What follows belongs to an exercise in optimizing a design on an open flow for small area, a short achievable clock period and few clock cycles per item; a production flow would make more cautious choices. Where RTL was checked, it was by simulation tests only, not by an equivalence proof against the original. Function not checked in runs 5 and 6: the RTL went through the layout flow alone. Power is estimated from default activity; no workload was simulated.

## design/flow/flow/run.sh

```bash
#!/bin/bash
# The standard layout (standard.sh), with plain buffers (buf_1) on the
# ports instead of the default delay-cell buffers. Every port still gets
# its own buffer. The make output goes to standard.log.
set -euo pipefail
export BUFFER_PORTS_ARGS="-buffer_cell sky130_fd_sc_hd__buf_1"
bash standard.sh > standard.log 2>&1
```

## design/flow/standard.sh

```bash
#!/bin/bash
# synth_recipe.tcl (not shown) runs the flow's synth.tcl, then flattens the netlist and writes it again
# the make line also repeats each setting of config.mk as NAME=value (left out here)
make -C /OpenROAD-flow-scripts/flow DESIGN_CONFIG=/design/flow/config.mk WORK_HOME=/design/flow/orfs CLKGATE_MAP_FILE= SYNTH_SCRIPT=/design/flow/synth_recipe.tcl "${@:-finish}"
```

## design/flow/config.mk

```make
export PLATFORM = sky130hd
export DESIGN_NAME = ascon128_stream
export DESIGN_NICKNAME = ascon128_stream
export VERILOG_FILES = /design/flow/design.v
export SDC_FILE = /design/flow/constraint.sdc
export NUM_CORES = 8
export LEC_CHECK = 0
export CAP_MARGIN = 50
export CORE_MARGIN = 2
export CORE_UTILIZATION = 40
export SLEW_MARGIN = 50
export SYNTH_HIERARCHICAL = 1
```

## design/flow/constraint.sdc

```tcl
create_clock -name core_clock -period 10.0 [get_ports {clk}]
set_input_delay 2.0000 -clock core_clock [delete_from_list [all_inputs] [get_ports {clk}]]
set_output_delay 2.0000 -clock core_clock [all_outputs]
set_load 0.01 [all_outputs]
```

## design/flow/design.v

```verilog
`timescale 1ns / 1ps
module ASCON_XOR2(input a, b, output y);
assign y = a ^ b;
endmodule
module ASCON_XNOR2(input a, b, output y);
assign y = ~(a ^ b);
endmodule
module ASCON_ORN(input a, b, output y);    
assign y = a | ~b;
endmodule
module ASCON_SBOX_COL(
input  [4:0] x,
output [4:0] y
);
wire a0, a2, a4;
wire n0, n1, n2, n3, n4;
wire c0, c1, c3;
ASCON_XOR2 ua0 (.a(x[0]), .b(x[4]), .y(a0));
ASCON_XOR2 ua2 (.a(x[2]), .b(x[1]), .y(a2));
ASCON_XOR2 ua4 (.a(x[4]), .b(x[3]), .y(a4));
ASCON_ORN  un0 (.a(x[1]), .b(a2),   .y(n0));
ASCON_ORN  un1 (.a(a2),   .b(x[3]), .y(n1));
ASCON_ORN  un2 (.a(x[3]), .b(a4),   .y(n2));
ASCON_ORN  un3 (.a(a4),   .b(a0),   .y(n3));
ASCON_ORN  un4 (.a(a0),   .b(x[1]), .y(n4));
ASCON_XNOR2 uc0 (.a(a0),   .b(n0), .y(c0));
ASCON_XNOR2 uc1 (.a(x[1]), .b(n1), .y(c1));
ASCON_XOR2  uc2 (.a(a2),   .b(n2), .y(y[2]));    
ASCON_XNOR2 uc3 (.a(x[3]), .b(n3), .y(c3));
ASCON_XNOR2 uc4 (.a(a4),   .b(n4), .y(y[4]));    
ASCON_XOR2  uy0 (.a(c0), .b(y[4]), .y(y[0]));
ASCON_XOR2  uy1 (.a(c1), .b(c0),   .y(y[1]));
ASCON_XNOR2 uy3 (.a(c3), .b(y[2]), .y(y[3]));    
endmodule
module ASCON_SBOX(
input  [63:0] Xark0, Xark1, Xark2, Xark3, Xark4,
output [63:0] Xsb0, Xsb1, Xsb2, Xsb3, Xsb4
);
genvar i;
generate
for (i = 0; i < 64; i = i + 1) begin : col
    ASCON_SBOX_COL s (
        .x({Xark4[i], Xark3[i], Xark2[i], Xark1[i], Xark0[i]}),
        .y({Xsb4[i], Xsb3[i], Xsb2[i], Xsb1[i], Xsb0[i]})
    );
end
endgenerate
endmodule
`timescale 1ns / 1ps
module ASCON_LIN(input [63:0] x, output [63:0] y);
parameter N1 = 0;
parameter N2 = 0;
wire [63:0] r1 = (x >> N1) | (x << (64 - N1));
wire [63:0] r2 = (x >> N2) | (x << (64 - N2));
wire [63:0] t;
genvar i;
generate
for (i = 0; i < 64; i = i + 1) begin : b
    ASCON_XOR2 x1 (.a(x[i]), .b(r1[i]), .y(t[i]));
    ASCON_XOR2 x2 (.a(t[i]), .b(r2[i]), .y(y[i]));
end
endgenerate
endmodule
module ASCON_ROUND_FUNCTION(
input  [63:0] Xi0, Xi1, Xi2, Xi3, Xi4,
input   [3:0] rnd,
output [63:0] Xo0, Xo1, Xo2, Xo3, Xo4
);
wire [63:0] s0, s1, s2, s3, s4;
ASCON_SBOX sbox (
    .Xark0(Xi0), .Xark1(Xi1), .Xark2(Xi2 ^ {56'b0, ~rnd, rnd}), .Xark3(Xi3), .Xark4(Xi4),
    .Xsb0(s0), .Xsb1(s1), .Xsb2(s2), .Xsb3(s3), .Xsb4(s4)
);
ASCON_LIN #(19, 28) l0 (.x(s0), .y(Xo0));
ASCON_LIN #(61, 39) l1 (.x(s1), .y(Xo1));
ASCON_LIN #( 1,  6) l2 (.x(s2), .y(Xo2));
ASCON_LIN #(10, 17) l3 (.x(s3), .y(Xo3));
ASCON_LIN #( 7, 41) l4 (.x(s4), .y(Xo4));
endmodule
`timescale 1ns / 1ps
module ASCON_NEXT(input w, s, r, z, i, output d);
assign d = ((w ? s : r) & ~z) ^ i;
endmodule
module ASCON_NEXT_K(input w, s, r, z, k, e, output d);
assign d = ((w ? s : r) & ~z) ^ (k & e);
endmodule
module ASCON_AO22(input a, b, c, e, output y);
assign y = (a & b) | (c & e);
endmodule
module ASCON_NEXT_0(input w, s, r, z, x, e, output d, o);
wire b = w ? s : r;
assign d = (b & ~z) ^ (x & e);
assign o = b ^ x;
endmodule
module ASCON_NEXT_0C(input w, s, r, z, x, e, c, output d, o);
wire b = w ? s : r;
assign d = (b & ~z) ^ ((x & e) | c);
assign o = b ^ x;
endmodule
`timescale 1ns / 1ps
module ASCON_CREG #(
    parameter RV = 1'b0
)(
input      clk, rst, d,
output reg q
);
always @(posedge clk, posedge rst) begin
    if (rst)
        q <= RV;
    else
        q <= d;
end
endmodule
`timescale 1ns / 1ps
module ascon128_stream #(
    parameter R = 1
)(
input          clk, rst,
input          start, enc,
input  [127:0] key, nonce,
input          in_valid,
output         in_ready,
input   [63:0] in_data,
input    [3:0] in_bytes,
input          in_ad,
output         out_valid,
output  [63:0] out_data,
output         tag_valid,
output [127:0] tag
);
localparam [3:0]  LAST = 12 - R;
localparam [63:0] IV   = 64'h80400c0600000000;
reg  [63:0] S0, S1, S2, S3, S4;
reg  [63:0] O;
reg        idle_q, rnd_q, init_q, fin_q, wait_q, tag_q, txt_q, enc_q;
reg  [3:0] cnt;
reg        rdy_q;      
reg        take_q;     
reg        ov_q;
reg        pend_q, ad_q, last_q;
reg  [7:0] m_q, pad_q;
wire [63:0] x0 [0:R];
wire [63:0] x1 [0:R];
wire [63:0] x2 [0:R];
wire [63:0] x3 [0:R];
wire [63:0] x4 [0:R];
assign x0[0] = S0;
assign x1[0] = S1;
assign x2[0] = S2;
assign x3[0] = S3;
assign x4[0] = S4;
genvar g;
generate
for (g = 0; g < R; g = g + 1) begin : rounds
    ASCON_ROUND_FUNCTION rf (
        .Xi0(x0[g]), .Xi1(x1[g]), .Xi2(x2[g]), .Xi3(x3[g]), .Xi4(x4[g]),
        .rnd(cnt + g[3:0]),
        .Xo0(x0[g+1]), .Xo1(x1[g+1]), .Xo2(x2[g+1]), .Xo3(x3[g+1]), .Xo4(x4[g+1])
    );
end
endgenerate
wire last_rnd = rnd_q & (cnt == LAST);
wire absorb   = take_q;
wire a_txt    = absorb & !ad_q;
wire a_fin    = a_txt & last_q;
wire a_dec    = a_txt & !enc_q;
wire ds       = a_txt & !txt_q;                   
wire [7:0] e_byte    = m_q & {8{absorb}};         
wire [7:0] kill_byte;                            
wire [7:0] pad_byte  = pad_q & {8{absorb}};       
localparam NC = 8;
localparam NK = 4;
wire [NC-1:0] z_c, w_c;
wire [NK-1:0] kst_c, k12_c;
wire idle_d, wait_d, kst_d, k12_d;
genvar c;
generate
for (c = 0; c < NC; c = c + 1) begin : cz
    ASCON_CREG #(.RV(1'b1)) rz (.clk(clk), .rst(rst), .d(idle_d), .q(z_c[c]));
    ASCON_CREG #(.RV(1'b0)) rw (.clk(clk), .rst(rst), .d(wait_d), .q(w_c[c]));
end
for (c = 0; c < NK; c = c + 1) begin : ck
    ASCON_CREG #(.RV(1'b0)) rk  (.clk(clk), .rst(rst), .d(kst_d), .q(kst_c[c]));
    ASCON_CREG #(.RV(1'b1)) r12 (.clk(clk), .rst(rst), .d(k12_d), .q(k12_c[c]));
end
endgenerate
wire [63:0] d0, d1, d2, d3, d4, o_d;
wire [63:0] inj3, inj4;
genvar i;
generate
for (i = 0; i < 64; i = i + 1) begin : bits
    localparam integer J = 7 - i / 8;             
    localparam integer C = i / (64 / NC);         
    localparam integer K = i / (64 / NK);         
    if (i % 8 == 0) begin : kb
        assign kill_byte[J] = z_c[C] | (m_q[J] & a_dec);
    end
    if ((i % 8 == 7) || IV[i]) begin : w0c
        wire c = ((i % 8 == 7) ? pad_byte[J] : 1'b0) | (IV[i] ? z_c[C] : 1'b0);
        ASCON_NEXT_0C n0 (.w(w_c[C]), .s(S0[i]), .r(x0[R][i]), .z(kill_byte[J]),
                          .x(in_data[i]), .e(e_byte[J]), .c(c), .d(d0[i]), .o(o_d[i]));
    end else begin : w0
        ASCON_NEXT_0  n0 (.w(w_c[C]), .s(S0[i]), .r(x0[R][i]), .z(kill_byte[J]),
                          .x(in_data[i]), .e(e_byte[J]), .d(d0[i]), .o(o_d[i]));
    end
    ASCON_NEXT_K n1 (.w(w_c[C]), .s(S1[i]), .r(x1[R][i]), .z(z_c[C]),
                     .k(key[64+i]), .e(k12_c[K]), .d(d1[i]));
    ASCON_NEXT_K n2 (.w(w_c[C]), .s(S2[i]), .r(x2[R][i]), .z(z_c[C]),
                     .k(key[i]), .e(k12_c[K]), .d(d2[i]));
    ASCON_AO22 k3 (.a(key[64+i]), .b(kst_c[K]), .c(nonce[64+i]), .e(z_c[C]), .y(inj3[i]));
    ASCON_NEXT n3 (.w(w_c[C]), .s(S3[i]), .r(x3[R][i]), .z(z_c[C]), .i(inj3[i]), .d(d3[i]));
    ASCON_AO22 k4 (.a(key[i]), .b(kst_c[K]), .c(nonce[i]), .e(z_c[C]), .y(inj4[i]));
    if (i == 0) begin : w4ds
        ASCON_NEXT n4 (.w(w_c[C]), .s(S4[i]), .r(x4[R][i]), .z(z_c[C]), .i(inj4[i] ^ ds), .d(d4[i]));
    end else begin : w4
        ASCON_NEXT n4 (.w(w_c[C]), .s(S4[i]), .r(x4[R][i]), .z(z_c[C]), .i(inj4[i]), .d(d4[i]));
    end
end
endgenerate
always @(posedge clk) begin
    S0 <= d0;
    S1 <= d1;
    S2 <= d2;
    S3 <= d3;
    S4 <= d4;
    O  <= o_d;
end
reg        idle_n, rnd_d, init_d, fin_d, wait_n, tag_d, txt_d, enc_d;
reg  [3:0] cnt_d;
always @(*) begin
    idle_n = idle_q;
    rnd_d  = rnd_q;
    init_d = init_q;
    fin_d  = fin_q;
    wait_n = wait_q;
    tag_d  = 1'b0;
    txt_d  = txt_q | a_txt;
    enc_d  = enc_q;
    cnt_d  = cnt + R[3:0];
    if (idle_q && start) begin
        idle_n = 1'b0;
        rnd_d  = 1'b1;
        init_d = 1'b1;
        fin_d  = 1'b0;
        txt_d  = 1'b0;
        enc_d  = enc;
        cnt_d  = 4'd0;
    end
    if (tag_q)
        idle_n = 1'b1;
    if (last_rnd) begin
        init_d = 1'b0;
        if (fin_q) begin
            rnd_d = 1'b0;
            tag_d = 1'b1;
        end else if (!absorb) begin
            rnd_d  = 1'b0;
            wait_n = 1'b1;
        end
    end
    if (absorb) begin
        wait_n = 1'b0;
        rnd_d  = 1'b1;
        fin_d  = a_fin;
        cnt_d  = a_fin ? 4'd0 : 4'd6;
    end
end
assign idle_d = idle_n;
assign wait_d = wait_n;
wire rdy_d  = wait_d | (rnd_d & !fin_d & (cnt_d == LAST));
assign kst_d = rnd_d & (init_d | fin_d) & (cnt_d == LAST);
wire pend_d = in_valid & !(in_valid & take_q);
wire take_d = rdy_d & pend_d;
assign k12_d = idle_d | (take_d & !in_ad & !in_bytes[3]);
always @(posedge clk, posedge rst) begin
    if (rst) begin
        idle_q <= 1'b1;
        rnd_q  <= 1'b0;
        init_q <= 1'b0;
        fin_q  <= 1'b0;
        wait_q <= 1'b0;
        tag_q  <= 1'b0;
        txt_q  <= 1'b0;
        enc_q  <= 1'b0;
        cnt    <= 4'd0;
        rdy_q  <= 1'b0;
        take_q <= 1'b0;
        ov_q   <= 1'b0;
        pend_q <= 1'b0;
    end else begin
        idle_q <= idle_d;
        rnd_q  <= rnd_d;
        init_q <= init_d;
        fin_q  <= fin_d;
        wait_q <= wait_d;
        tag_q  <= tag_d;
        txt_q  <= txt_d;
        enc_q  <= enc_d;
        cnt    <= cnt_d;
        rdy_q  <= rdy_d;
        take_q <= take_d;
        ov_q   <= a_txt;
        pend_q <= pend_d;
    end
end
integer k;
always @(posedge clk) begin
    ad_q   <= in_ad;
    last_q <= !in_bytes[3];
    for (k = 0; k < 8; k = k + 1) begin
        m_q[k]   <= (k < in_bytes);
        pad_q[k] <= (k == in_bytes);
    end
end
assign in_ready  = take_q;
assign out_valid = ov_q;
assign out_data  = O;
assign tag_valid = tag_q;
assign tag       = {S3, S4};
endmodule
```

==> flow_summary.toml, run 1 <==
[global_route]
track_usage = 0.3394
largest_net_degree_at_the_start_of_global_routing = 52
number_of_global_route_vias_before_repair = 26990
grt_pass1_wl_um = 204200
antenna_violations_before_repair = 12
grt_overflow = 0

[yosys]
ys_types = 32
syn_nets = 3909
ys.warnings.count = 9
synth_top_cells_by_area = "sky130_fd_sc_hd__xor2_1 (31%), sky130_fd_sc_hd__dfxtp_1 (24%), sky130_fd_sc_hd__xnor2_1 (15%), sky130_fd_sc_hd__mux2i_1 (9.7%), sky130_fd_sc_hd__nand2b_1 (6.1%)"
netlist.area_leader.share = 0.3057
netlist_area_um2 = 33150
postSynthAreaPerCell_um2 = 9.264
post_synth_inst_count = 3578
synth_edf_count = 0
postSynth.asyncResetShare = 0.08636
dominantRegCellSynth = "sky130_fd_sc_hd__dfxtp_1"
synth.yosys.seq_area_share = 0.2720
yosys.area.top_type = "sky130_fd_sc_hd__xor2_1"
yosys_register_bits = 440

[finish]
final_layout_size_suffix_gt1_frac = 0.08429
fillCellCount = 8087
layout_common_cells = "sky130_fd_sc_hd__xor2_1 (1,050), sky130_fd_sc_hd__buf_1 (524), sky130_fd_sc_hd__xnor2_1 (493), sky130_fd_sc_hd__dfxtp_1 (402), sky130_fd_sc_hd__nor2_1 (336)"
final_core_utilization = 0.4900
layout_commonest_cell = "sky130_fd_sc_hd__xor2_1"
final_nets = 4535
area_growth_pct = 21.39
multi_input_comb_area_um2 = 25500
layout.area.seq_um2 = 9062

[critical_path]
criticalPathCategory = "register to register"
worstPathMaxFanout = 5
endpoint_kind = "register"
required_ps = 10550
crit_path_start_kind = "register"
timing.critical_path.arrival_ps = 4150

[power_and_ir_drop]
power_density_nw_per_um2 = 98.37
power.leakage_uw = 0.01585
report.power.total_uw = 3958
max-vdd-ir-drop_uv = 104.2

[sta]
unrepaired_setup_endpoints_after_global_routing = "no"
fin_worst_skew_ps = 23.54
timing.final.ws_setup_ps = 6406
min_period_over_period = 0.3594
timing_worst_slew_pin_value_ps = 803.6
final.min_clock_period_ps = 3594
timing_hold_violations_final = 0
max_clock_freq_mhz = 278.2
max_slew_margin = 0.4624
report.final.slew_viol_count = 0
fin_setup_tns_ps = 0
setup-violations-final = 0

[floorplanning]
die_x_um = 291.9
die-height_um = 291.9
die_area_um2 = 85180
placeableCoreArea_um2 = 82110
io-pin-count = 525
placementRows = 105
effective_utilization_at_floorplan = 0.4037

[place]
pre_cts_ws_ps = 6606
final_weighted_congestion_in_routability_driven_placement = 1.086
port_buffers = 524
detailedPlacementHpwl_um = 122800

[hold_path]
min-delay-path-class = "register to register"

[detailed_routing]
via_count = 27730
met2WireLength_um = 67880
detail-route-antenna-nets = 0
dr_wl_cell_um = 27.96
highest-signal-layer = "met5"
avgViaCountPerCell = 5.208
drcViolationCount = 0
detailedRoute.firstIterationViolations = 2276
dr_wl_met3_um = 11190
wl_met1_um = 62340
detailedRoute.firstPassIterationCount = 5
postRouteWirelength_um = 148900

[clock_network]
cts_root_buf = "sky130_fd_sc_hd__clkbuf_16"
clock_tree_from_tritoncts = "built"
post_cts_buffers = 0
clk_pin_slew_ps = 60
clk_latency_ps = 640
postCtsHoldBufs = 0
inserted_clock_buffers = 53
post_cts_resized = 0
clock_tree.buffer_depth = 3
cts_htree_levels = 2
cts_sinks = 440

[job]
drv_cap = 0

[status]
outcome = "timing/DRC/antenna clean"
power by group:
group          switching (µW)  internal [µW]  total [µW]
sequential               8.41           1770        1780
clock                     867           1200        2070
combinational            68.6           43.9         113
total                     944           3010        3960
synth_stat cells, drive strengths merged (3+ instances only):
cell type / count
xor2: 1157
xnor2: 582
dfxtp: 402
nor2: 337
nand2b: 322
mux2i: 320
nand2: 187
a22o: 128
inv: 36
dfrtp: 25
and2: 16
a21oi: 14
dfstp: 13
a21o: 11
clkbuf: 3
o21a: 3
o21ai: 3
stage by stage:
| stage | instances | instance area [µm²] | hold WS (ps) |
|---|---|---|---|
| after floorplan | 3578 | 33150 | 463.1 |
| after global routing | 5319 | 40220 | 525.4 |
| after CTS | 5317 | 40030 | 501.5 |
| after global placement | 5217 | 36830 | 473.1 |
| final | 5324 | 40230 | 492.8 |
| after detailed placement | 5219 | 38220 | 489.7 |
state kept, by name, indices dropped and copies added, names as in the netlist, 4 cells and up:
register	count
O	64
S0	64
S1	64
S2	64
S3	64
S4	64
ck.r12.q	4
ck.rk.q	4
cnt	4
cz.rw.q	8
cz.rz.q	8
m_q	8
pad_q	8
worst max-delay path, stage by stage (launching register included):
cell	delay [ps]
sky130_fd_sc_hd__dfxtp_1	430
sky130_fd_sc_hd__xor2_1	340
sky130_fd_sc_hd__nand2b_1	120
sky130_fd_sc_hd__xnor2_1	580
sky130_fd_sc_hd__xor2_1	680
sky130_fd_sc_hd__xor2_1	410
sky130_fd_sc_hd__xor2_2	490
sky130_fd_sc_hd__mux2i_1	200
sky130_fd_sc_hd__nor2_1	160
sky130_fd_sc_hd__xnor2_1	120
kinds of logic after synthesis:
logic type      share of synthesized area
compound gates                    0.04043
mux                               0.09698
xor+xnor                           0.4595
simple gates                       0.1263
flops                              0.2720
fa+ha+maj                       0.0003774
buf+inv                          0.004417
area by class of cell:
cell class | instances | share of cell area
antenna | 7 | 0.0004354
clock buffer | 77 | 0.03822
clock inverter | 21 | 0.006686
inverter | 36 | 0.003359
multi-input combinational | 3099 | 0.6337
sequential | 440 | 0.2252
tap | 1070 | 0.03327
timing repair buffer | 574 | 0.05905
worst paths after layout:
kind                         from         end  slack, ps  cells past startpoint
max                        S1[37]      S0[37]       6410                      9
min                         txt_q       txt_q        490                      2
max reg2reg                S1[37]      S0[37]       6410                      9
min reg2reg                 txt_q       txt_q        490                      2
max in group asynchronous     rst      idle_q       7910                      3
min in group asynchronous     rst  ck[0].rk.q       1490                      3
Yosys stat by module (local to each module, per instance), a selection:
module / times used / cells / flip-flops and latches / area [µm²]
ASCON_XOR2: 1024 / 1 / 0 / 8.758
ASCON_NEXT_K: 128 / 4 / 0 / 26.28
ASCON_ORN: 320 / 1 / 0 / 6.256
ASCON_NEXT_0: 51 / 5 / 0 / 35.03
ASCON_ROUND_FUNCTION: 1 / 8 / 0 / 70.07
ASCON_AO22: 128 / 1 / 0 / 8.758
ascon128_stream: 1 / 514 / 416 / 8971
ASCON_XNOR2: 320 / 1 / 0 / 8.758
ASCON_NEXT_0C: 13 / 5 / 0 / 36.28
ASCON_NEXT: 128 / 3 / 0 / 22.52
routing by layer:
layer  up-vias  track usage
met5         -            0
met4         8       0.1502
met3       282      0.06340
met2      1157       0.5481
met1     13650       0.4408
li1      12630            -
Testbench counts, summed over its fixed seeds: cycles 23,122, bytes 19,747.
==> run 2, diff against run 1 <==
--- a/design/flow/config.mk
+++ b/design/flow/config.mk
@@ -5,8 +5,9 @@
 export SDC_FILE = /design/flow/constraint.sdc
 export NUM_CORES = 8
 export LEC_CHECK = 0
-export CAP_MARGIN = 50
+export CAP_MARGIN = 20
 export CORE_MARGIN = 2
 export CORE_UTILIZATION = 40
+export CTS_BUF_LIST = sky130_fd_sc_hd__clkbuf_4 sky130_fd_sc_hd__clkbuf_8 sky130_fd_sc_hd__clkbuf_16
 export SLEW_MARGIN = 50
 export SYNTH_HIERARCHICAL = 1
==> flow_summary.toml, run 2 <==
[clock_network]
postCtsHoldBufs = 0
cts_htree_levels = 2
clk_pin_slew_ps = 60
clock_tree.buffer_depth = 3
post_cts_resized = 0
cts_sinks = 440
cts_root_buf = "sky130_fd_sc_hd__clkbuf_16"
clock_tree_from_tritoncts = "built"
clk_latency_ps = 620
inserted_clock_buffers = 54
post_cts_buffers = 0

[yosys]
postSynth.asyncResetShare = 0.08636
ys_types = 32
postSynthAreaPerCell_um2 = 9.264
synth_edf_count = 0
netlist_area_um2 = 33150
synth.top_cells.by_count = "sky130_fd_sc_hd__xor2_1 (1,157), sky130_fd_sc_hd__xnor2_1 (582), sky130_fd_sc_hd__dfxtp_1 (402)"
yosys.area.top_type = "sky130_fd_sc_hd__xor2_1"
netlist.area_leader.share = 0.3057
yosys_register_bits = 440
synth_top_cells_by_area = "sky130_fd_sc_hd__xor2_1 (31%), sky130_fd_sc_hd__dfxtp_1 (24%), sky130_fd_sc_hd__xnor2_1 (15%), sky130_fd_sc_hd__mux2i_1 (9.7%), sky130_fd_sc_hd__nand2b_1 (6.1%)"
post_synth_inst_count = 3578
synth.yosys.seq_area_share = 0.2720
ys.warnings.count = 9
syn_nets = 3909
synthMostInstantiatedCell = "sky130_fd_sc_hd__xor2_1"
dominantRegCellSynth = "sky130_fd_sc_hd__dfxtp_1"

[sta]
report.final.slew_viol_count = 0
timing_hold_violations_final = 0
min_period_over_period = 0.3621
timing_worst_slew_pin_value_ps = 872.3
final.min_clock_period_ps = 3621
fin_worst_skew_ps = 21.58
max_clock_freq_mhz = 276.2
fin_setup_tns_ps = 0
setup-violations-final = 0
final.hold.worst_slack_ps = 494.5
unrepaired_setup_endpoints_after_global_routing = "no"
max_slew_margin = 0.4156

[power_and_ir_drop]
max-vdd-ir-drop_uv = 126.5
power.leakage_uw = 0.01589
power.switching_uw = 968.4
power.switching_fraction = 0.2386
power.sequential.fraction = 0.439
power_density_nw_per_um2 = 100.7
clockPowerShare = 0.534
internal_power_uw = 3090
combPwrFrac = 0.028
report.power.total_uw = 4059

[place]
port_buffers = 524
dp_cells = 5218
detailedPlacementHpwl_um = 122700
final_weighted_congestion_in_routability_driven_placement = 1.086

[global_route]
use_met3 = 0.05115
number_of_global_route_vias_before_repair = 26950
gr-max-usage-layer = "met2"
groute.layer.met1.usage = 0.4505
grt_overflow = 0
grt_pass1_wl_um = 204800
antenna_violations_before_repair = 8
track_usage = 0.3397
grt_use_met2 = 0.5498
largest_net_degree_at_the_start_of_global_routing = 52

[critical_path]
worstPathMaxFanout = 5
timing.critical_path.arrival_ps = 4160
required_ps = 10540
endpoint_kind = "register"
crit_path_start_kind = "register"
criticalPathCategory = "register to register"

[floorplanning]
die_area_um2 = 85180
die_x_um = 291.9
io-pin-count = 525
placementRows = 105
effective_utilization_at_floorplan = 0.4037
die-height_um = 291.9
placeableCoreArea_um2 = 82110

[finish]
final_layout_size_suffix_gt1_frac = 0.08731
final_nets = 4535
post_layout_instance_count_excluding_filler_cells = 5324
layout_commonest_cell = "sky130_fd_sc_hd__xor2_1"
area_growth_pct = 21.65
layout_common_cells = "sky130_fd_sc_hd__xor2_1 (1,049), sky130_fd_sc_hd__buf_1 (524), sky130_fd_sc_hd__xnor2_1 (493), sky130_fd_sc_hd__dfxtp_1 (402), sky130_fd_sc_hd__nor2_1 (336)"

[status]
outcome = "timing/DRC/antenna clean"

[hold_path]
min-delay-path-class = "register to register"

[detailed_routing]
detailedRoute.firstPassIterationCount = 5
via_count = 27640
detailedRoute.firstIterationViolations = 2715
dr_wl_cell_um = 27.97
drcViolationCount = 0
postRouteWirelength_um = 148900
avgViaCountPerCell = 5.191
detail-route-antenna-nets = 0

[job]
drv_cap = 0
## run 2: cell type report
| type | count | area [µm²] |
|---|---|---|
| antenna | 5 | 12.51 |
| clock buffer | 64 | 1488 |
| clock inverter | 37 | 432.9 |
| fill | 7986 | 41790 |
| inverter | 36 | 135.1 |
| multi-input combinational | 3099 | 25490 |
| sequential | 440 | 9064 |
| tap | 1070 | 1339 |
| timing repair buffer | 573 | 2357 |
## run 2: final timing paths
check / from / endpoint / slack [ps] / cells after the start
worst max-delay path: S1[37] / S0[37] / 6380 / 9
worst min-delay path: txt_q / txt_q / 490 / 2
worst max register to register: S1[37] / S0[37] / 6380 / 9
worst min register to register: txt_q / txt_q / 490 / 2
max in group asynchronous: rst / idle_q / 7920 / 3
min in group asynchronous: rst / cz[0].rw.q / 1480 / 3
## run 2: worst max-delay path: stages, from the launching register on
cell                       delay (ps)
sky130_fd_sc_hd__dfxtp_1          430
sky130_fd_sc_hd__xor2_1           350
sky130_fd_sc_hd__nand2b_1         120
sky130_fd_sc_hd__xnor2_1          600
sky130_fd_sc_hd__xor2_1           650
sky130_fd_sc_hd__xor2_1           400
sky130_fd_sc_hd__xor2_2           500
sky130_fd_sc_hd__mux2i_1          200
sky130_fd_sc_hd__nor2_1           160
sky130_fd_sc_hd__xnor2_1          130
## run 2: through the flow
stage / setup WS (ps) / utilization / instance area, µm²
after floorplan: 7137 / - / 33150
after global placement: 5805 / 0.4485 / 36830
after detailed placement: 6612 / 0.4653 / 38210
after CTS: 6558 / 0.4887 / 40130
after global routing: 6317 / 0.4910 / 40310
final: 6379 / 0.4911 / 40320
## run 2: metal layers
layer / wire length, µm / vias up
met4: 7113 / 8
met5: 46 / -
met3: 9921 / 241
met1: 63680 / 13660
li1: - / 12620
met2: 68150 / 1109
## run 2: cell families (layout without fill, tap and decap cells)
logic type,after synthesis,after routing,share of synthesized area
AOI/OAI and AO/OA,162,162,0.04043
other,0,5,0
muxes,321,321,0.09698
buffers and inverters,39,710,0.004417
and+or+nand+nor,876,876,0.1263
adders and majority gates,1,1,0.0003774
xor gates and xnor gates,1739,1739,0.4595
DFF,440,440,0.2720
## run 2: power groups by stage
| stage | Clock (µW) | Combinational, µW | Sequential, µW |
|---|---|---|---|
| 2_1_floorplan | 0 | 16.1 | 1820 |
| 3_3_place_gp | 0 | 111 | 1820 |
| 3_5_place_dp | 0 | 112 | 1820 |
| 4_1_cts | 2180 | 113 | 1780 |
| 5_1_grt | 2250 | 123 | 1780 |
| 6_report | 2170 | 113 | 1780 |
## run 2: per-module statistics from Yosys, one instance, submodules excluded, excerpt
module,flip-flops and latches,cell area (µm²),cells,times used
ascon128_stream,416,8971,514,1
ASCON_ROUND_FUNCTION,0,70.07,8,1
ASCON_NEXT_0C,0,36.28,5,13
ASCON_NEXT_0,0,35.03,5,51
ASCON_NEXT_K,0,26.28,4,128
ASCON_NEXT,0,22.52,3,128
ASCON_AO22,0,8.758,1,128
ASCON_XNOR2,0,8.758,1,320
ASCON_XOR2,0,8.758,1,1024
ASCON_ORN,0,6.256,1,320
==> run 3, diff against run 2 <==
--- a/design/flow/config.mk
+++ b/design/flow/config.mk
@@ -8,6 +8,7 @@
 export CAP_MARGIN = 20
 export CORE_MARGIN = 2
 export CORE_UTILIZATION = 40
-export CTS_BUF_LIST = sky130_fd_sc_hd__clkbuf_4 sky130_fd_sc_hd__clkbuf_8 sky130_fd_sc_hd__clkbuf_16
+export CTS_CLUSTER_DIAMETER = 100
+export CTS_CLUSTER_SIZE = 24
 export SLEW_MARGIN = 50
 export SYNTH_HIERARCHICAL = 1
==> flow_summary.toml, run 3 <==
[place]
dpl_cell_area_um2 = 38210
final_weighted_congestion_in_routability_driven_placement = 1.086
port_buffers = 524
detailedPlacementHpwl_um = 122700

[global_route]
grt_overflow = 0
largest_net_degree_at_the_start_of_global_routing = 52
grt_use_met2 = 0.5475
gr-max-usage-layer = "met2"
track_usage = 0.3367
number_of_global_route_vias_before_repair = 26580
antenna_violations_before_repair = 10
groute.layer.met1.usage = 0.4482
use_met3 = 0.04757
grt_pass1_wl_um = 202800

[yosys]
synth.top_cells.by_count = "sky130_fd_sc_hd__xor2_1 (1,157), sky130_fd_sc_hd__xnor2_1 (582), sky130_fd_sc_hd__dfxtp_1 (402)"
post_synth_inst_count = 3578
yosys_register_bits = 440
muxShareOfSynthArea = 0.09698
netlist_area_um2 = 33150
synth_area_in_compound_gates = 0.04043
yosys.area_share.simple = 0.1263
post_synth_xor_area_fraction = 0.4595
ys.warnings.count = 9
synth_edf_count = 0
yosys.area_share.adder = 0.0003775
postSynth.asyncResetShare = 0.08636
synthMostInstantiatedCell = "sky130_fd_sc_hd__xor2_1"
yosys.area.top_type = "sky130_fd_sc_hd__xor2_1"
synth_top_cells_by_area = "sky130_fd_sc_hd__xor2_1 (31%), sky130_fd_sc_hd__dfxtp_1 (24%), sky130_fd_sc_hd__xnor2_1 (15%), sky130_fd_sc_hd__mux2i_1 (9.7%), sky130_fd_sc_hd__nand2b_1 (6.1%)"
postSynthAreaPerCell_um2 = 9.264
synth_top_family_by_area = "XOR/XNOR gates"
syn_nets = 3909
netlist.area_leader.share = 0.3057
synth.yosys.seq_area_share = 0.2720
ys_types = 32
dominantRegCellSynth = "sky130_fd_sc_hd__dfxtp_1"

[floorplanning]
placeableCoreArea_um2 = 82110
io-pin-count = 525
die-height_um = 291.9
die_x_um = 291.9
placementRows = 105
die_area_um2 = 85180
effective_utilization_at_floorplan = 0.4037

[critical_path]
critPathBufInv = 0
crit_top_cell = "sky130_fd_sc_hd__xor2_1"
crit_path_start_kind = "register"
worst_path_dominant_cell_family = "XOR/XNOR gates"
worstPathMaxFanout = 5
required_ps = 10560
endpoint_kind = "register"
criticalPathCategory = "register to register"
slowest_delay_ps = 650
timing.critical_path.arrival_ps = 4160
r2r_slack_ps = 6400
critical_path.slowest_cell = "sky130_fd_sc_hd__xor2_1"
crit_path_cell_trace = "xor2_1, nand2b_1, xnor2_1, xor2_1, xor2_1, xor2_2, mux2i_1, nor2_1, xnor2_1"

[power_and_ir_drop]
power.switching_fraction = 0.2572
combPwrFrac = 0.035
power.sequential.fraction = 0.547
power.switching_uw = 836.4
max-vdd-ir-drop_uv = 125.8
power.leakage_uw = 0.01541
power_density_nw_per_um2 = 82.66
clockPowerShare = 0.418
internal_power_uw = 2415

[sta]
timing_worst_slew_pin_value_ps = 866.1
max_slew_margin = 0.4206
setup-violations-final = 0
fin_setup_tns_ps = 0
fin_worst_skew_ps = 33.91
unrepaired_setup_endpoints_after_global_routing = "no"
final.min_clock_period_ps = 3595
timing_hold_violations_final = 0
report.final.slew_viol_count = 0
min_period_over_period = 0.3595
max_clock_freq_mhz = 278.1

[clock_network]
clock_tree.buffer_depth = 3
cts_sinks = 440
clk_latency_ps = 640
postCtsHoldBufs = 0
cts_root_buf = "sky130_fd_sc_hd__clkbuf_16"
post_cts_resized = 0
cts_htree_levels = 1
inserted_clock_buffers = 27
clk_pin_slew_ps = 100
clock_tree_from_tritoncts = "built"
post_cts_buffers = 0

[detailed_routing]
via_count = 27400
detail-route-antenna-nets = 0
avgViaCountPerCell = 5.199
postRouteWirelength_um = 147900
drcViolationCount = 0
dr_wl_cell_um = 28.06
detailedRoute.firstPassIterationCount = 5
detailedRoute.firstIterationViolations = 2561

[finish]
final_nets = 4508
area_growth_pct = 18.67
layout_common_cells = "sky130_fd_sc_hd__xor2_1 (1,050), sky130_fd_sc_hd__buf_1 (524), sky130_fd_sc_hd__xnor2_1 (493), sky130_fd_sc_hd__dfxtp_1 (402), sky130_fd_sc_hd__nor2_1 (336)"
final_layout_size_suffix_gt1_frac = 0.07509
final_cell_area_um2 = 39340
layout_commonest_cell = "sky130_fd_sc_hd__xor2_1"

[job]
drv_cap = 0

[hold_path]
min-delay-path-class = "register to register"

[status]
outcome = "timing/DRC/antenna clean"
run 3: cell counts after synthesis:
No cell type changed its count.
run 3: path summary, 6_finish.rpt:
| path | to | startpoint | depth (start not counted) |
|---|---|---|---|
| min in group asynchronous | cz[6].rw.q | rst | 3 |
| min reg2reg | txt_q | txt_q | 2 |
| min | txt_q | txt_q | 2 |
| max | S0[37] | S1[37] | 9 |
| max reg2reg | S0[37] | S1[37] | 9 |
| max in group asynchronous | idle_q | rst | 3 |
run 3: layout make-up:
| cell class | count | area, µm² |
|---|---|---|
| multi-input combinational | 3099 | 25490 |
| fill | 8078 | 42770 |
| timing repair buffer | 573 | 2357 |
| antenna | 5 | 12.51 |
| sequential | 440 | 9066 |
| tap | 1070 | 1339 |
| clock buffer | 34 | 732.0 |
| clock inverter | 13 | 206.4 |
| inverter | 36 | 135.1 |
run 3: stage by stage:
stage	util	power (µW)	hold WS (ps)	instances	setup WS, ps
finish	0.4791	3252	505.3	5270	6405
global route	0.4790	3329	538.1	5267	6377
CTS	0.4768	3265	512.7	5265	6548
detailed placement	0.4653	1930	489.7	5218	6612
global placement	0.4485	1930	473.1	5217	5805
floorplan	-	1838	463.1	3578	7137
run 3: cells by family after synthesis:
family,after synthesis
AO/OA/AOI/OAI,162
adder cells (fa/ha/maj),1
multiplexers,321
XOR/XNOR,1739
AND/OR/NAND/NOR,876
flip-flops,440
buffers and inverters,39
run 3: tightest hold or removal path: stages, from the launching register on:
cell	delay, ps
sky130_fd_sc_hd__dfrtp_1	360
sky130_fd_sc_hd__nor2_1	50
sky130_fd_sc_hd__nor2_1	70
run 3: power by group through the flow:
| stage | sequential (µW) | clock (µW) | combinational (µW) |
|---|---|---|---|
| floorplan | 1820 | 0 | 16.1 |
| global placement | 1820 | 0 | 111 |
| detailed placement | 1820 | 0 | 112 |
| CTS | 1780 | 1370 | 113 |
| global route | 1780 | 1430 | 123 |
| finish | 1780 | 1360 | 113 |
run 3: layer usage:
metal | wire length, µm | vias up
met1 | 62920 | 13550
met5 | 136 | -
li1 | - | 12520
met2 | 67890 | 1082
met4 | 7030 | 12
met3 | 9891 | 232
run 3: Yosys stat by module, one instance, submodules excluded, a selection:
module                copies in the design  flip-flops and latches  area, µm²
ASCON_XNOR2                            320                       0      8.758
ASCON_NEXT_K                           128                       0      26.28
ASCON_ROUND_FUNCTION                     1                       0      70.07
ASCON_NEXT_0C                           13                       0      36.28
ASCON_AO22                             128                       0      8.758
ASCON_XOR2                            1024                       0      8.758
ascon128_stream                          1                     416       8971
ASCON_ORN                              320                       0      6.256
ASCON_NEXT                             128                       0      22.52
ASCON_NEXT_0                            51                       0      35.03
==> run 4, diff against run 3 <==
--- a/design/flow/config.mk
+++ b/design/flow/config.mk
@@ -8,7 +8,7 @@
 export CAP_MARGIN = 20
 export CORE_MARGIN = 2
 export CORE_UTILIZATION = 40
-export CTS_CLUSTER_DIAMETER = 100
-export CTS_CLUSTER_SIZE = 24
+export CTS_CLUSTER_DIAMETER = 70
+export CTS_CLUSTER_SIZE = 30
 export SLEW_MARGIN = 50
 export SYNTH_HIERARCHICAL = 1
==> flow_summary.toml, run 4 <==
[global_route]
use_met3 = 0.05054
grt_use_met2 = 0.5556
gr-max-usage-layer = "met2"
antenna_violations_before_repair = 7
number_of_global_route_vias_before_repair = 26750
grt_overflow = 0
groute.layer.met1.usage = 0.4488
track_usage = 0.3385
largest_net_degree_at_the_start_of_global_routing = 52
grt_pass1_wl_um = 203700

[sta]
timing_hold_violations_final = 0
min_period_over_period = 0.3605
max_clock_freq_mhz = 277.4
report.final.slew_viol_count = 0
final.min_clock_period_ps = 3605
fin_worst_skew_ps = 35.98
timing.final.ws_setup_ps = 6395
setup-violations-final = 0
unrepaired_setup_endpoints_after_global_routing = "no"
fin_setup_tns_ps = 0
timing_worst_slew_pin_value_ps = 802.8
max_slew_margin = 0.4630

[detailed_routing]
postRouteWirelength_um = 148300
dr_wl_cell_um = 27.96
avgViaCountPerCell = 5.194
detail-route-antenna-nets = 0
drcViolationCount = 0
detailedRoute.firstPassIterationCount = 6
detailedRoute.firstIterationViolations = 2538
via_count = 27540

[clock_network]
postCtsHoldBufs = 0
clk_latency_ps = 620
clock_tree.buffer_depth = 3
cts_root_buf = "sky130_fd_sc_hd__clkbuf_16"
post_cts_buffers = 0
post_cts_resized = 0
inserted_clock_buffers = 42
clk_pin_slew_ps = 90
cts_sinks = 440
clock_tree_from_tritoncts = "built"
cts_htree_levels = 2

[power_and_ir_drop]
power_density_nw_per_um2 = 93.47
max-vdd-ir-drop_uv = 93.07
power.leakage_uw = 0.01571

[place]
detailedPlacementHpwl_um = 122700
final_weighted_congestion_in_routability_driven_placement = 1.086
dpl_cell_area_um2 = 38210
pre_cts_ws_ps = 6612
port_buffers = 524

[floorplanning]
placeableCoreArea_um2 = 82110
io-pin-count = 525
die_area_um2 = 85180
die_x_um = 291.9
placementRows = 105
die-height_um = 291.9
effective_utilization_at_floorplan = 0.4037

[critical_path]
timing.critical_path.arrival_ps = 4150
worstPathMaxFanout = 5
critical_path.slowest_cell = "sky130_fd_sc_hd__xor2_1"
critPathBufInv = 0
worst_path_dominant_cell_family = "XOR/XNOR gates"
endpoint_kind = "register"
criticalPathCategory = "register to register"
required_ps = 10540
crit_path_cell_trace = "xor2_1, nand2b_1, xnor2_1, xor2_1, xor2_1, xor2_2, mux2i_1, nor2_1, xnor2_1"
crit_top_cell = "sky130_fd_sc_hd__xor2_1"
crit_path_start_kind = "register"
slowest_delay_ps = 640

[hold_path]
min-delay-path-class = "register to register"

[job]
drv_cap = 0

[yosys]
ys_types = 32
postSynthAreaPerCell_um2 = 9.264
synth_top_cells_by_area = "sky130_fd_sc_hd__xor2_1 (31%), sky130_fd_sc_hd__dfxtp_1 (24%), sky130_fd_sc_hd__xnor2_1 (15%), sky130_fd_sc_hd__mux2i_1 (9.7%), sky130_fd_sc_hd__nand2b_1 (6.1%)"
synth.top_cells.by_count = "sky130_fd_sc_hd__xor2_1 (1,157), sky130_fd_sc_hd__xnor2_1 (582), sky130_fd_sc_hd__dfxtp_1 (402)"
netlist_area_um2 = 33150
synth.yosys.seq_area_share = 0.2720
synthMostInstantiatedCell = "sky130_fd_sc_hd__xor2_1"
netlist.area_leader.share = 0.3057
yosys_register_bits = 440
postSynth.asyncResetShare = 0.08636
syn_nets = 3909
yosys.area.top_type = "sky130_fd_sc_hd__xor2_1"
dominantRegCellSynth = "sky130_fd_sc_hd__dfxtp_1"
synth_edf_count = 0
post_synth_inst_count = 3578
ys.warnings.count = 9

[finish]
final_cell_area_um2 = 39950
layout_commonest_cell = "sky130_fd_sc_hd__xor2_1"
area_growth_pct = 20.52
final_layout_size_suffix_gt1_frac = 0.08282
layout_common_cells = "sky130_fd_sc_hd__xor2_1 (1,049), sky130_fd_sc_hd__buf_1 (524), sky130_fd_sc_hd__xnor2_1 (493), sky130_fd_sc_hd__dfxtp_1 (402), sky130_fd_sc_hd__nor2_1 (336)"
final_core_utilization = 0.4865
final_nets = 4523

[status]
outcome = "timing/DRC/antenna clean"
==> run 4: changes by cell type in the layout (fill, tap and decap cells not counted), sizes merged <==
cell	delta
clkinv	+8
bufinv	-1
clkinvlp	-1
clkbuf	+10
diode	+1
inv	+15
==> run 4: cell families after synthesis <==
kind of cell / Yosys count / share of synthesized area
AOI/OAI and AO/OA: 162 / 0.04043
xor gates and xnor gates: 1739 / 0.4595
adders and majority gates: 1 / 0.0003774
buffers and inverters: 39 / 0.004417
DFF: 440 / 0.2720
muxes: 321 / 0.09698
and+or+nand+nor: 876 / 0.1263
==> run 4: worst paths after layout <==
| kind | startpoint | end | slack [ps] | depth (start not counted) |
|---|---|---|---|---|
| setup / recovery | S1[37] | S0[37] | 6390 | 9 |
| hold / removal | txt_q | txt_q | 500 | 2 |
| setup reg to reg | S1[37] | S0[37] | 6390 | 9 |
| hold reg to reg | txt_q | txt_q | 500 | 2 |
| max in group asynchronous | rst | idle_q | 7880 | 3 |
| min in group asynchronous | rst | cz[1].rw.q | 1480 | 3 |
==> run 4: modules after synthesis, one instance, submodules excluded, excerpt <==
module,times used,flops+latches,area [µm²]
ASCON_NEXT_K,128,0,26.28
ASCON_NEXT_0C,13,0,36.28
ASCON_NEXT,128,0,22.52
ASCON_ORN,320,0,6.256
ascon128_stream,1,416,8971
ASCON_AO22,128,0,8.758
ASCON_ROUND_FUNCTION,1,0,70.07
==> run 4: cell type report <==
type                            instances  area [µm²]
Timing Repair Buffer                  573        2357
Sequential cell                       440        9064
Clock buffer                           44        1069
Inverter                               36       135.1
Tap cell                             1070        1339
Fill cell                            8024       42160
Clock inverter                         34       473.0
Antenna cell                            6       15.01
Multi-Input combinational cell       3099       25490
==> run 4: worst register-to-register path: cells and delay by family (launching register included) <==
kind / cells / cell delay (ps)
xor+xnor: 6 / 2630
flops: 1 / 440
mux: 1 / 200
simple gates: 2 / 270
==> run 4: power by group <==
group	total [µW]	switching, µW	internal (µW)
sequential	1780	8.62	1770
clock	1840	950	893
combinational	113	68.9	43.9
total	3730	1030	2710
==> run 4: per-layer routing <==
layer,share of wire,vias to the layer above
met1,0.42,13590
met4,0.041,4
li1,-,12610
met3,0.071,199
met2,0.46,1137
met5,0.00016,-
==> run 4: through the flow <==
| stage | std cells | hold WS, ps | power, µW |
|---|---|---|---|
| after global placement | 5217 | 473.1 | 1930 |
| after CTS | 5296 | 507.5 | 3757 |
| after detailed placement | 5218 | 489.7 | 1930 |
| after global routing | 5298 | 532.4 | 3825 |
| after floorplan | 3578 | 463.1 | 1838 |
| final | 5302 | 498.8 | 3734 |
==> run 5, diff against run 4 <==
--- a/design/flow/design.v
+++ b/design/flow/design.v
@@ -113,7 +113,7 @@
 endmodule
 `timescale 1ns / 1ps
 module ascon128_stream #(
-    parameter R = 1
+    parameter R = 2
 )(
 input          clk, rst,
 input          start, enc,
--- a/design/flow/config.mk
+++ b/design/flow/config.mk
@@ -8,7 +8,6 @@
 export CAP_MARGIN = 20
 export CORE_MARGIN = 2
 export CORE_UTILIZATION = 40
-export CTS_CLUSTER_DIAMETER = 70
-export CTS_CLUSTER_SIZE = 30
+export SETUP_SLACK_MARGIN = 5
 export SLEW_MARGIN = 50
 export SYNTH_HIERARCHICAL = 1
==> flow_summary.toml, run 5 <==
[detailed_routing]
avgViaCountPerCell = 5.436
via_count = 42540
drcViolationCount = 0
detailedRoute.firstPassIterationCount = 6
detail-route-antenna-nets = 0
detailedRoute.firstIterationViolations = 4618
postRouteWirelength_um = 292200
dr_wl_cell_um = 37.34

[finish]
layout_commonest_cell = "sky130_fd_sc_hd__xor2_1"
final_layout_size_suffix_gt1_frac = 0.2224
post_layout_instance_count_excluding_filler_cells = 7825
final_cell_area_um2 = 66520
fillCellCount = 10180
area_growth_pct = 41.43
final_nets = 6578
layout_common_cells = "sky130_fd_sc_hd__xor2_1 (1,597), sky130_fd_sc_hd__nand2b_1 (644), sky130_fd_sc_hd__xnor2_1 (638), sky130_fd_sc_hd__buf_1 (524), sky130_fd_sc_hd__xor2_2 (409)"

[sta]
fin_setup_tns_ps = 0
final.min_clock_period_ps = 5163
report.final.slew_viol_count = 0
timing_worst_slew_pin_value_ps = 904.6
max_slew_margin = 0.3949
fin_worst_skew_ps = 24.86
min_period_over_period = 0.5163
timing_hold_violations_final = 0
max_clock_freq_mhz = 193.7
unrepaired_setup_endpoints_after_global_routing = "yes"
setup-violations-final = 0
final.hold.worst_slack_ps = 499.5

[floorplanning]
die_x_um = 346.9
die-height_um = 346.9
placementRows = 125
placeableCoreArea_um2 = 116400
die_area_um2 = 120300
io-pin-count = 525
effective_utilization_at_floorplan = 0.4042

[yosys]
yosys.area.top_type = "sky130_fd_sc_hd__xor2_1"
synth_area_in_compound_gates = 0.02902
synth_top_cells_by_area = "sky130_fd_sc_hd__xor2_1 (41%), sky130_fd_sc_hd__dfxtp_1 (17%), sky130_fd_sc_hd__xnor2_1 (17%), sky130_fd_sc_hd__nand2b_1 (8.6%), sky130_fd_sc_hd__mux2i_1 (6.8%)"
ys_types = 34
postSynthAreaPerCell_um2 = 8.959
syn_nets = 5583
ys.warnings.count = 9
netlist.area_leader.share = 0.4071
post_synth_inst_count = 5250
synth_top_family_by_area = "XOR/XNOR gates"
synth.top_cells.by_count = "sky130_fd_sc_hd__xor2_1 (2,186), sky130_fd_sc_hd__xnor2_1 (905), sky130_fd_sc_hd__nand2b_1 (644)"
muxShareOfSynthArea = 0.06834
postSynth.asyncResetShare = 0.08636
synth.yosys.seq_area_share = 0.1917
dominantRegCellSynth = "sky130_fd_sc_hd__dfxtp_1"
yosys.area_share.simple = 0.1309
synthMostInstantiatedCell = "sky130_fd_sc_hd__xor2_1"
synth_edf_count = 0
netlist_area_um2 = 47030
yosys_register_bits = 440
yosys.area_share.adder = 0.0007981
post_synth_xor_area_fraction = 0.5762

[critical_path]
slowest_delay_ps = 530
reg2reg_to = "S3[25]"
required_ps = 10590
r2r_slack_ps = 4840
rr_worst_depth = 16
critical_path.slowest_cell = "sky130_fd_sc_hd__xor2_2"
worstSetupStartpoint = "S3[25]"
crit_path_cell_trace = "xor2_1, nand2b_1, xor2_2, xnor2_1, buf_4, xor2_1, xor2_2, xor2_1, nand2b_1, xor2_4, xnor2_2, xor2_1, xor2_2, mux2i_1, nor2_1, xor2_1"
crit_path_start_kind = "register"
rr_startpoint = "S3[25]"
criticalPathCategory = "register to register"
crit_top_cell = "sky130_fd_sc_hd__xor2_1"
timing.critical_path.arrival_ps = 5750
worstPathMaxFanout = 6
endpoint_kind = "register"

[global_route]
number_of_global_route_vias_before_repair = 40960
track_usage = 0.4689
grt_pass1_wl_um = 373400
largest_net_degree_at_the_start_of_global_routing = 52
antenna_violations_before_repair = 24
grt_overflow = 0

[status]
outcome = "timing/DRC/antenna clean"

[clock_network]
cts_sinks = 440
inserted_clock_buffers = 52
clock_tree_from_tritoncts = "built"
cts_htree_levels = 2
clk_latency_ps = 670
clk_pin_slew_ps = 60
clock_tree.buffer_depth = 3
cts_root_buf = "sky130_fd_sc_hd__clkbuf_16"

[place]
dpl_cell_area_um2 = 56890
final_weighted_congestion_in_routability_driven_placement = 1.162
port_buffers = 524
detailedPlacementHpwl_um = 252100
dp_cells = 7550

[job]
drv_cap = 0

[hold_path]
min-delay-path-class = "register to register"
min_delay_path_depth = 2
hold_start = "txt_q"
min_delay_worst_endpoint = "txt_q"

[power_and_ir_drop]
power_density_nw_per_um2 = 59.93
power.leakage_uw = 0.02591
max-vdd-ir-drop_uv = 111.2
## run 5: changes by cell type in the layout (fill, tap and decap cells not counted), sizes merged, moves of 4 or more
cell	previous run	this run
clkbuf	44	79
clkinv	12	8
xor2	1157	2186
bufinv	1	7
inv	57	37
diode	6	14
buf	573	943
xnor2	582	906
nand2b	322	644
## run 5: critical path: cells and delay by family, from the launching register on
family                    cells  cell delay (ps)
DFF                           1              460
xor gates and xnor gates     11             3710
and+or+nand+nor               3              530
muxes                         1              150
buffers and inverters         1              220
## run 5: what timing repair did
| action | in CTS | in global routing |
|---|---|---|
| endpoints found under the setup margin | 232 | 255 |
| buffers inserted | 68 | 96 |
| pin swaps | 59 | 73 |
| gates resized for setup | 317 | 358 |
| cloned | 0 | 0 |
| hold buffers | 0 | 0 |
## run 5: layer usage
| layer | wire, µm | part of all wire | global-route usage |
|---|---|---|---|
| met5 | 161 | 0.00055 | 0 |
| met4 | 27820 | 0.095 | 0.3479 |
| met3 | 29590 | 0.10 | 0.1111 |
| met2 | 122200 | 0.42 | 0.6924 |
| met1 | 112500 | 0.38 | 0.5941 |
## run 5: where the power goes
part	total (µW)	internal [µW]	switching (µW)	leakage, µW
sequential	1780	1770	6.49	0.00384
combinational	111	44.3	67.0	0.0212
clock	2100	1250	846	0.000895
total	3990	3070	919	0.0259
## run 5: through the flow
stage	setup WS, ps	utilization	power, µW
finish	4837	0.5717	3987
global route	4784	0.5715	4066
CTS	4850	0.5359	4001
detailed placement	4201	0.4889	1925
global placement	3017	0.4589	1922
floorplan	6204	-	1838
## run 5: cell type report
cell class	count	area [µm²]	share of cell area
tap	1524	1907	0.02867
clock inverter	17	287.8	0.004326
inverter	37	138.9	0.002088
sequential	440	9067	0.1363
antenna	14	35.03	0.0005267
multi-input combinational	4771	47800	0.7186
clock buffer	79	1555	0.02338
timing repair buffer	943	5731	0.08615
## run 5: cells by family after synthesis
kind of cell,count (synthesis)
AOI/OAI and AO/OA,162
xor gates and xnor gates,3092
adders and majority gates,3
buffers and inverters,39
DFF,440
muxes,321
and+or+nand+nor,1193
## run 5: per-module statistics from Yosys, one instance, submodules excluded, a selection
module                cells  times used  area (µm²)
ASCON_NEXT_0C             5          13       36.28
ASCON_XNOR2               1         640       8.758
ASCON_AO22                1         128       8.758
ASCON_ROUND_FUNCTION      8           2       70.07
ASCON_NEXT_K              4         128       26.28
ASCON_NEXT                3         128       22.52
ASCON_XOR2                1        2048       8.758
ascon128_stream         514           1        9016
ASCON_ORN                 1         640       6.256
ASCON_NEXT_0              5          51       35.03
## run 5: worst max path at each step
stage,slack (ps),cells past startpoint,end
2_1_floorplan,6200,16,S0[51]
3_3_place_gp,3020,17,S0[36]
3_5_place_dp,4200,19,S0[36]
4_1_cts,4850,17,S3[60]
5_1_grt,4780,17,S0[32]
6_report,4840,16,S3[25]
==> run 6, diff against run 5 <==
--- a/design/flow/design.v
+++ b/design/flow/design.v
@@ -113,7 +113,7 @@
 endmodule
 `timescale 1ns / 1ps
 module ascon128_stream #(
-    parameter R = 2
+    parameter R = 3
 )(
 input          clk, rst,
 input          start, enc,
==> flow_summary.toml, run 6 <==
[global_route]
number_of_global_route_vias_before_repair = 93430
largest_net_degree_at_the_start_of_global_routing = 52
grt_overflow = 1538
grt_pass1_wl_um = 895600
track_usage = 0.8157

[yosys]
syn_nets = 7259
netlist.area_leader.share = 0.4624
postSynthAreaPerCell_um2 = 8.795
synth_edf_count = 0
ys.warnings.count = 9
dominantRegCellSynth = "sky130_fd_sc_hd__dfxtp_1"
synth.top_cells.by_count = "sky130_fd_sc_hd__xor2_1 (3,215), sky130_fd_sc_hd__xnor2_1 (1,231), sky130_fd_sc_hd__nand2b_1 (961)"
post_synth_inst_count = 6924
postSynth.asyncResetShare = 0.08636
ys_types = 35
yosys.area.top_type = "sky130_fd_sc_hd__xor2_1"
yosys_register_bits = 440
synthMostInstantiatedCell = "sky130_fd_sc_hd__xor2_1"
synth_top_cells_by_area = "sky130_fd_sc_hd__xor2_1 (46%), sky130_fd_sc_hd__xnor2_1 (18%), sky130_fd_sc_hd__dfxtp_1 (13%), sky130_fd_sc_hd__nand2b_1 (9.9%), sky130_fd_sc_hd__mux2i_1 (5.3%)"
synth.yosys.seq_area_share = 0.1480
netlist_area_um2 = 60900

[floorplanning]
die_x_um = 394.2
placementRows = 143
io-pin-count = 525
die-height_um = 394.2
effective_utilization_at_floorplan = 0.4018

[place]
pre_cts_ws_ps = 1897
detailedPlacementHpwl_um = 394300
final_weighted_congestion_in_routability_driven_placement = 1.314
port_buffers = 524
dpl_cell_area_um2 = 77350

[clock_network]
cts_htree_levels = 2
inserted_clock_buffers = 53
postCtsHoldBufs = 0
clock_tree.buffer_depth = 3
cts_root_buf = "sky130_fd_sc_hd__clkbuf_16"
cts_sinks = 440

[status]
last-stage-reached = "global routing (5_1_grt)"
firstError = "[ERROR GRT-0116] Global routing finished with congestion. Check the congestion regions in the DRC Viewer."
outcome = "stopped before the end"
[run 6: cell count changes after synthesis, sizes merged, moves of 3 or more]
cell and delta:
xor2 +1029, o21ai -3, xnor2 +325, a21oi +3, nand2b +318, nor2 -4
[run 6: routing by layer]
metal,overflow,global-route usage
met5,4,0.4612
met2,896,0.9627
met1,28,0.8086
met3,47,0.7077
met4,563,0.7709
[run 6: power by group through the flow]
stage,Combinational (µW),Sequential (µW),Clock [µW]
after floorplan,16.0,1820,0
after global placement,107,1820,0
after detailed placement,108,1820,0
after CTS,110,1760,2280
[run 6: kinds of logic after synthesis]
family	count (synthesis)	synth area share
mux	321	0.05278
compound gates	165	0.02248
buf+inv	38	0.002342
xor+xnor	4446	0.6394
flops	440	0.1480
simple gates	1509	0.1339
fa+ha+maj	5	0.001027
[run 6: what timing repair did]
| action | in CTS |
|---|---|
| resized for setup | 4719 |
| endpoints found under the setup margin | 384 |
| gates cloned | 0 |
| pin swaps | 2116 |
| buffers inserted | 2229 |
[run 6: through the flow]
stage / cells / hold WS [ps] / util
3_3_place_gp: 9967 / 473.5 / 0.4842
4_1_cts: 12320 / 479.1 / 0.9056
2_1_floorplan: 6924 / 423.2 / -
3_5_place_dp: 9988 / 474.7 / 0.5104
[run 6: how the worst max path moves through the flow]
stage | startpoint | end | slack [ps] | cells past startpoint
2_1_floorplan | cnt[2] | S3[36] | 4830 | 21
4_1_cts | cnt[3] | S0[3] | 4160 | 30
3_5_place_dp | cnt[2] | S1[33] | 1900 | 22
3_3_place_gp | S0[12] | S0[57] | 380 | 23
[run 6: modules after synthesis, one instance, submodules excluded, a selection]
module,times used,cells inside,area (µm²),flip-flops and latches
ASCON_AO22,128,1,8.758,0
ASCON_NEXT,128,3,22.52,0
ASCON_NEXT_0,51,5,35.03,0
ASCON_NEXT_0C,13,5,36.28,0
ASCON_NEXT_K,128,4,26.28,0
ASCON_ORN,960,1,6.256,0
ASCON_ROUND_FUNCTION,3,8,70.07,0
ASCON_XNOR2,960,1,8.758,0
ASCON_XOR2,3072,1,8.758,0
ascon128_stream,1,516,9036,416
==> run 7, diff against run 6 <==
--- a/design/flow/design.v
+++ b/design/flow/design.v
@@ -113,7 +113,7 @@
 endmodule
 `timescale 1ns / 1ps
 module ascon128_stream #(
-    parameter R = 3
+    parameter R = 1
 )(
 input          clk, rst,
 input          start, enc,
--- a/design/flow/config.mk
+++ b/design/flow/config.mk
@@ -8,6 +8,5 @@
 export CAP_MARGIN = 20
 export CORE_MARGIN = 2
 export CORE_UTILIZATION = 40
-export SETUP_SLACK_MARGIN = 5
 export SLEW_MARGIN = 50
 export SYNTH_HIERARCHICAL = 1
==> flow_summary.toml, run 7 <==
[hold_path]
min-delay-path-class = "register to register"

[yosys]
netlist_area_um2 = 33150
ys.warnings.count = 9
yosys.area.top_type = "sky130_fd_sc_hd__xor2_1"
ys_types = 32
synth.yosys.seq_area_share = 0.2720
yosys_register_bits = 440
dominantRegCellSynth = "sky130_fd_sc_hd__dfxtp_1"
netlist.area_leader.share = 0.3057
synthMostInstantiatedCell = "sky130_fd_sc_hd__xor2_1"
postSynthAreaPerCell_um2 = 9.264
postSynth.asyncResetShare = 0.08636
post_synth_inst_count = 3578
syn_nets = 3909
synth_edf_count = 0
synth.top_cells.by_count = "sky130_fd_sc_hd__xor2_1 (1,157), sky130_fd_sc_hd__xnor2_1 (582), sky130_fd_sc_hd__dfxtp_1 (402)"
synth_top_cells_by_area = "sky130_fd_sc_hd__xor2_1 (31%), sky130_fd_sc_hd__dfxtp_1 (24%), sky130_fd_sc_hd__xnor2_1 (15%), sky130_fd_sc_hd__mux2i_1 (9.7%), sky130_fd_sc_hd__nand2b_1 (6.1%)"

[power_and_ir_drop]
internal_power_uw = 3085
combPwrFrac = 0.028
clockPowerShare = 0.533
power_density_nw_per_um2 = 100.5
power.switching_fraction = 0.2386
power.leakage_uw = 0.01588
report.power.total_uw = 4052
power.sequential.fraction = 0.439
power.switching_uw = 966.9
max-vdd-ir-drop_uv = 125.1

[clock_network]
cts_htree_levels = 2
cts_sinks = 440
clk_pin_slew_ps = 60
postCtsHoldBufs = 0
clock_tree_from_tritoncts = "built"
post_cts_resized = 0
clk_latency_ps = 620
inserted_clock_buffers = 54
cts_root_buf = "sky130_fd_sc_hd__clkbuf_16"
post_cts_buffers = 0
clock_tree.buffer_depth = 3

[sta]
timing_worst_slew_pin_value_ps = 821.4
report.final.slew_viol_count = 0
unrepaired_setup_endpoints_after_global_routing = "no"
final.min_clock_period_ps = 3604
fin_setup_tns_ps = 0
fin_worst_skew_ps = 21.48
max_slew_margin = 0.4497
timing_hold_violations_final = 0
min_period_over_period = 0.3604
max_clock_freq_mhz = 277.4
setup-violations-final = 0

[global_route]
track_usage = 0.3397
antenna_violations_before_repair = 8
number_of_global_route_vias_before_repair = 26940
largest_net_degree_at_the_start_of_global_routing = 52
grt_pass1_wl_um = 204700
grt_overflow = 0

[detailed_routing]
drcViolationCount = 0
detailedRoute.firstIterationViolations = 2478
dr_wl_cell_um = 27.97
postRouteWirelength_um = 148900
detail-route-antenna-nets = 0
detailedRoute.firstPassIterationCount = 5
via_count = 27640
avgViaCountPerCell = 5.193

[floorplanning]
die-height_um = 291.9
io-pin-count = 525
die_area_um2 = 85180
placeableCoreArea_um2 = 82110
effective_utilization_at_floorplan = 0.4037
placementRows = 105
die_x_um = 291.9

[status]
outcome = "timing/DRC/antenna clean"

[critical_path]
rr_worst_depth = 9
endpoint_kind = "register"
required_ps = 10540
r2r_slack_ps = 6400
reg2reg_to = "S0[37]"
destination_of_the_critical_timing_path = "S0[37]"
worstSetupStartpoint = "S1[37]"
timing.critical_path.arrival_ps = 4150
rr_startpoint = "S1[37]"
crit_path_start_kind = "register"
worstPathMaxFanout = 5
criticalPathCategory = "register to register"

[finish]
layout_common_cells = "sky130_fd_sc_hd__xor2_1 (1,049), sky130_fd_sc_hd__buf_1 (524), sky130_fd_sc_hd__xnor2_1 (493), sky130_fd_sc_hd__dfxtp_1 (402), sky130_fd_sc_hd__nor2_1 (336)"
area_growth_pct = 21.63
final_core_utilization = 0.4910
final_nets = 4535
final_layout_size_suffix_gt1_frac = 0.08684
layout_commonest_cell = "sky130_fd_sc_hd__xor2_1"

[place]
detailedPlacementHpwl_um = 122700
final_weighted_congestion_in_routability_driven_placement = 1.086
port_buffers = 524

[job]
drv_cap = 0
## run 7: Yosys stat by module, one instance, submodules excluded, excerpt
| module | area (µm²) | times used |
|---|---|---|
| ASCON_ORN | 6.256 | 320 |
| ASCON_XNOR2 | 8.758 | 320 |
| ASCON_AO22 | 8.758 | 128 |
| ascon128_stream | 8971 | 1 |
| ASCON_NEXT_0 | 35.03 | 51 |
| ASCON_XOR2 | 8.758 | 1024 |
| ASCON_NEXT_K | 26.28 | 128 |
| ASCON_ROUND_FUNCTION | 70.07 | 1 |
| ASCON_NEXT_0C | 36.28 | 13 |
## run 7: layout make-up
cell class	instances	area [µm²]
repair buffers	573	2357
clock inverters	37	432.9
inverters	36	135.1
clock buffers	64	1480
flip-flops and latches	440	9066
well taps	1070	1339
fillers	7982	41800
multi-input cells	3099	25490
diodes	4	10.01
## run 7: metrics by stage
stage | cell area, µm² | std cells | setup WS, ps | hold WS (ps)
after floorplan | 33150 | 3578 | 7137 | 463.1
after global placement | 36830 | 5217 | 5805 | 473.1
after detailed placement | 38210 | 5218 | 6612 | 489.7
after CTS | 40120 | 5319 | 6558 | 503.0
after global routing | 40310 | 5321 | 6317 | 526.9
final | 40310 | 5323 | 6396 | 495.1
## run 7: kinds of logic (layout without fill, tap and decap cells)
group / Yosys count / count (layout) / synth area share
and+or+nand+nor: 876 / 876 / 0.1263
AOI/OAI and AO/OA: 162 / 162 / 0.04043
muxes: 321 / 321 / 0.09698
xor gates and xnor gates: 1739 / 1739 / 0.4595
DFF: 440 / 440 / 0.2720
adders and majority gates: 1 / 1 / 0.0003774
other: 0 / 4 / 0
buffers and inverters: 39 / 710 / 0.004417
## run 7: worst max-delay path, cell delays in order (launching register included)
cell	delay [ps]
sky130_fd_sc_hd__dfxtp_1	430
sky130_fd_sc_hd__xor2_1	340
sky130_fd_sc_hd__nand2b_1	130
sky130_fd_sc_hd__xnor2_1	620
sky130_fd_sc_hd__xor2_1	640
sky130_fd_sc_hd__xor2_1	400
sky130_fd_sc_hd__xor2_2	490
sky130_fd_sc_hd__mux2i_1	200
sky130_fd_sc_hd__nor2_1	150
sky130_fd_sc_hd__xnor2_1	120
## run 7: worst min-delay path by stage
stage	from	end	depth (start not counted)
after floorplan	init_q	init_q	1
after global placement	init_q	init_q	1
after detailed placement	txt_q	txt_q	2
after CTS	txt_q	txt_q	2
after global routing	txt_q	txt_q	2
final	txt_q	txt_q	2
## run 7: power by group through the flow
stage	registers (µW)	clock network, µW	logic (µW)
final	1780	2160	112
after global routing	1780	2240	123
after CTS	1780	2180	113
after detailed placement	1820	0	112
after global placement	1820	0	111
after floorplan	1820	0	16.1
## run 7: metal layers
metal / part of all wire / GRT usage / vias up
li1: - / - / 12630
met4: 0.047 / 0.1401 / 8
met5: 0.00040 / 0 / -
met1: 0.42 / 0.4495 / 13650
met3: 0.070 / 0.05199 / 233
met2: 0.46 / 0.5519 / 1117
Testbench counts of run 7, summed over its fixed seeds: cycles 23,122, bytes 19,747.

separate check: timing with driven ports:
In the flow no input, the clock included, has a driving cell. The finished layouts below were timed again as built, in two steps. Step 1 sets driving cells, clkbuf_16 on the clock port and buf_2 on the other inputs (assumed; they add their load-dependent delay and slew). Step 2 adds t to the input delays and takes it off the output delays; t is the mean of the earliest and latest rising clock arrival at the registers after step 1. Input paths then give back, and output paths get back, about the clock's delay inside the block. Slacks: no drivers / after step 1 / after step 2; pairs: no drivers / after step 1.
| run | t, ns | slack for setup (ns) | latest minus earliest clock arrival (ns) |
|---|---|---|---|
| run 1 | 0.697 | 6.406 / 6.406 / 6.406 | 0.024 / 0.024 |
| run 2 | 0.684 | 6.379 / 6.379 / 6.379 | 0.023 / 0.023 |
| run 3 | 0.691 | 6.405 / 6.405 / 6.405 | 0.034 / 0.034 |
| run 4 | 0.679 | 6.395 / 6.395 / 6.395 | 0.037 / 0.036 |
| run 5 | 0.742 | 4.837 / 4.837 / 4.837 | 0.024 / 0.025 |
| run 7 | 0.686 | 6.396 / 6.396 / 6.396 | 0.022 / 0.022 |
After both steps every run listed still meets setup and hold.
